From an optimization exercise on the open Yosys and OpenROAD flow, aimed at small area, a short achievable clock period and few clock cycles; shortcuts taken in it are not production practice. Power and IR drop assume default switching activity.

Design kcpsmx, start of the top module:
module kcpsmx(
    output logic [PORT_DEPTH-1:0]   port_id,         
    output logic                    write_strobe,    
    output logic [PORT_WIDTH-1:0]   out_port,        
    output logic                    read_strobe,     
    input        [PORT_WIDTH-1:0]   in_port,         
    input                           interrupt,       
    output logic                    interrupt_ack,   
    input                           reset,           
    input                           clk,             
    output logic [CODE_DEPTH-1:0]   address,         
    input        [CODE_WIDTH-1:0]   instruction      
);
assign interrupt_ack = 1'b0;
logic [9:0]  pc;
logic [17:0] ir;
logic        stall;              
logic        byx, byy;           
logic [15:0] selx, sely;         
logic [15:0][7:0] rf;            
logic [63:0][7:0] spr;           
logic [31:0][9:0] stk;           
logic [4:0]  sp;                 
logic [3:0]  sp_hi;              
logic [7:0]  sp_lo;
logic        carry, zero;
logic [7:0]  e_a, e_bx;          
logic [7:0]  e_sd;               
logic [7:0]  e_shi, e_slo;       
logic        e_store;
logic        e_fa, e_fb;         
logic        e_far, e_faf;       
logic        e_fetch;
logic [3:0]  e_dst;
logic        e_regwrite, e_flagwrite;
logic        e_input, e_output, e_reti;
logic        e_sub;
logic [1:0]  e_cin;              
logic        e_sel_add, e_sel_and, e_sel_or, e_sel_xor, e_sel_sh, e_sel_b;
logic        e_test;
logic        e_sdir;
logic [1:0]  e_sop;
logic        e_sconst;
logic [7:0]  res;
  ...
Size: roughly 2,900 cells after synthesis, roughly 1,200 flip-flops, about 58 I/O pins, roughly 0.044 mm2 of cells after synthesis.
export LEC_CHECK = 0
export ABC_CLOCK_PERIOD_IN_PS = 2200
export CAP_MARGIN = 20
export CORE_MARGIN = 2
export CORE_UTILIZATION = 75
export CTS_BUF_LIST = sky130_fd_sc_hd__clkbuf_8
export SETUP_SLACK_MARGIN = 3.5
export SLEW_MARGIN = 20
export TNS_END_PERCENT = 30
create_clock -name core_clock -period 6.0 [get_ports {clk}]
run.sh (not shown) runs the stock make flow with config.mk's settings and CLKGATE_MAP_FILE= SYNTH_SCRIPT=/design/flow/synth_recipe.tcl, a recipe that flattens the netlist after the stock synthesis.
Rerun with:
--- a/flow/design.v
+++ b/flow/design.v
@@ -110,14 +110,15 @@
     output logic                    interrupt_ack,   
     input                           reset,           
     input                           clk,             
     output logic [CODE_DEPTH-1:0]   address,         
     input        [CODE_WIDTH-1:0]   instruction      
 );
 assign interrupt_ack = 1'b0;
+logic        rst;                
 logic [9:0]  pc;
 logic [17:0] ir;
 logic        stall;              
 logic        byx, byy;           
 logic [15:0] selx, sely;         
 logic [15:0][7:0] rf;            
 logic [63:0][7:0] spr;           
@@ -139,14 +140,17 @@
 logic        e_sub;
 logic [1:0]  e_cin;              
 logic        e_sel_add, e_sel_and, e_sel_or, e_sel_xor, e_sel_sh, e_sel_b;
 logic        e_test;
 logic        e_sdir;
 logic [1:0]  e_sop;
 logic        e_sconst;
+logic [9:0]  e_pushdata;
+logic [3:0]  e_phi;              
+logic [7:0]  e_plo;
 logic [7:0]  res;
 logic [3:0]  w_dst;
 logic        w_regwrite, w_input, w_flagwrite, w_fetch;
 logic [7:0]  fres;               
 function automatic logic [4:0] uses(input logic [17:0] i);
     logic [4:0] o;
     logic alu, mem;
@@ -157,14 +161,15 @@
     uses = {alu | (o == RS) | (o == OUTPUT) | (o == STORE),
             i[12] & (alu | mem | (o == LOAD)),
             i[12] & mem,
             (o == STORE),
             1'b0};
 endfunction
 assign address = pc;
+always_ff @(posedge clk) rst <= reset;
 wire [4:0] op = ir[17:13];
 wire d_load    = (op == LOAD);
 wire d_input   = (op == INPUT);
 wire d_fetch   = (op == FETCH);
 wire d_and     = (op == AND);
 wire d_or      = (op == OR);
 wire d_xor     = (op == XOR);
@@ -188,20 +193,14 @@
 wire cond_ok = ~ir[12] | (ir[11] ? (carry ^ ir[10]) : (zero ^ ir[10]));
 wire d_jmp  = (d_jump | d_call) & cond_ok;
 wire d_retk = (d_ret & cond_ok) | d_reti;
 wire d_push = d_call & cond_ok;
 wire [9:0] pc_inc = pc + 10'd1;
 wire [4:0] sp_inc = sp + 5'd1;
 wire [4:0] sp_nxt = stall ? sp : d_push ? sp_inc : d_retk ? sp - 5'd1 : sp;
-wire [7:0] push_lo = {sp_lo[6:0], sp_lo[7]};
-wire [3:0] push_hi = sp_lo[7] ? {sp_hi[2:0], sp_hi[3]} : sp_hi;
-always_ff @(posedge clk) begin
-    for (int k = 0; k < 32; k++)
-        if (d_push && push_hi[k / 8] && push_lo[k % 8]) stk[k] <= pc_inc;
-end
 logic [9:0] tos;
 always_comb begin
     logic [9:0] grp;
     tos = 10'd0;
     for (int g = 0; g < 4; g++) begin
         grp = 10'd0;
         for (int j = 0; j < 8; j++) grp = grp | (stk[8 * g + j] & {10{sp_lo[j]}});
@@ -228,15 +227,15 @@
 wire stall_nxt = ~stall & (
     (d_input & ((nxt_use[4] & (instruction[11:8] == xa)) |
                 (nxt_use[3] & (instruction[7:4]  == xa)))) |
     (d_regwrite & ((nxt_use[2] & (instruction[7:4]  == xa)) |
                    (nxt_use[1] & (instruction[11:8] == xa)))) |
     (d_fetch & nxt_use[3] & (instruction[7:4] == xa)));
 always_ff @(posedge clk) begin
-    if (reset) begin
+    if (rst) begin
         pc    <= 10'd0;
         ir    <= 18'h02000;      
         sp    <= 5'd31;
         sp_hi <= 4'b1000;
         sp_lo <= 8'b1000_0000;
         stall <= 1'b0;
         byx   <= 1'b0;
@@ -284,27 +283,31 @@
     e_sel_sh  <= d_rs;
     e_sel_b   <= d_load;
     e_fetch   <= d_fetch;
     e_test    <= d_test;
     e_sdir    <= ir[3];
     e_sop     <= ir[2:1];
     e_sconst  <= ir[0];
-    if (reset || stall) begin
+    e_pushdata <= pc_inc;        
+    for (int k = 0; k < 8; k++) e_plo[k] <= (sp_inc[2:0] == k);
+    if (rst || stall) begin
         e_regwrite  <= 1'b0;
         e_flagwrite <= 1'b0;
         e_input     <= 1'b0;
         e_output    <= 1'b0;
         e_reti      <= 1'b0;
+        e_phi       <= 4'd0;
         e_store     <= 1'b0;
     end else begin
         e_regwrite  <= d_regwrite;
         e_flagwrite <= d_flagwrite;
         e_input     <= d_input;
         e_output    <= d_output;
         e_reti      <= d_reti;
+        for (int k = 0; k < 4; k++) e_phi[k] <= d_push & (sp_inc[4:3] == k);
         e_store     <= d_store;
     end
 end
 wire [7:0] a  = ({8{e_far}} & res) | ({8{e_faf}} & fres) | ({8{~e_fa}} & e_a);
 wire [7:0] bx = e_fb ? (res ^ {8{e_sub}}) : e_bx;
 wire [7:0] b  = bx;              
 wire       cin = e_cin[1] ? (carry ^ e_cin[0]) : e_cin[0];
@@ -343,22 +346,24 @@
              (e_sel_and & ~|andv)      |
              (e_sel_or  & ~|orv)       |
              (e_sel_xor & ~|xorv)      |
              (e_sel_sh  & ~|shres);
 always_ff @(posedge clk) begin
     for (int k = 0; k < 64; k++)
         if (e_store && e_shi[k / 8] && e_slo[k % 8]) spr[k] <= e_sd;
+    for (int k = 0; k < 32; k++)
+        if (e_phi[k / 8] && e_plo[k % 8]) stk[k] <= e_pushdata;
 end
 always_ff @(posedge clk) begin
     res      <= result;
     fres     <= scr;
     w_dst    <= e_dst;
     port_id  <= e_bx;
     out_port <= a;
-    if (reset) begin
+    if (rst) begin
         carry        <= 1'b0;
         zero         <= 1'b0;
         w_regwrite   <= 1'b0;
         w_input      <= 1'b0;
         w_fetch      <= 1'b0;
         w_flagwrite  <= 1'b0;
         read_strobe  <= 1'b0;
Outcome: Hold slack loses 5.0 ps. Non-clock buffer count went down by 19. Power went down by 0.84%. Setup slack gains 34 ps. Flip-flop and latch count went up by 23. Cell count hardly moves. Clock-buffer cell count went up by 10. Maximum frequency went up by 1.3%.
Function was not checked in any run of this note: the RTL went through the layout flow alone.

-- static timing again, ports no longer ideal --
The flow's constraints put no driver on any port. The routed layouts listed below were extracted and timed again, unchanged, in two steps. Step 1: set_driving_cell puts a clkbuf_16 on clk and a buf_2 on each other input, an assumption about the parent block. Step 2, shift: input delay + t, output delay - t, t = (earliest + latest rising clock arrival at the registers) / 2. This alone moves slack from input paths to output paths. Three values: no drivers, after step 1, after step 2; two values: the first two.
run | shift t [ns] | slack for setup (ns) | worst setup path after step 2 | worst data-port slew with drivers (ns) | cell pins on the clock port's net
the first run | 0.889 | 3.420 / 3.395 / 2.917 | input to register | 0.14 | 1
the second run | 0.893 | 3.454 / 3.390 / 2.969 | input to register | 0.12 | 1
After both steps every run listed still meets setup and hold. For the first run, which loses most, drivers alone change the setup slack by -0.025 ns; drivers and shift together by -0.503 ns.
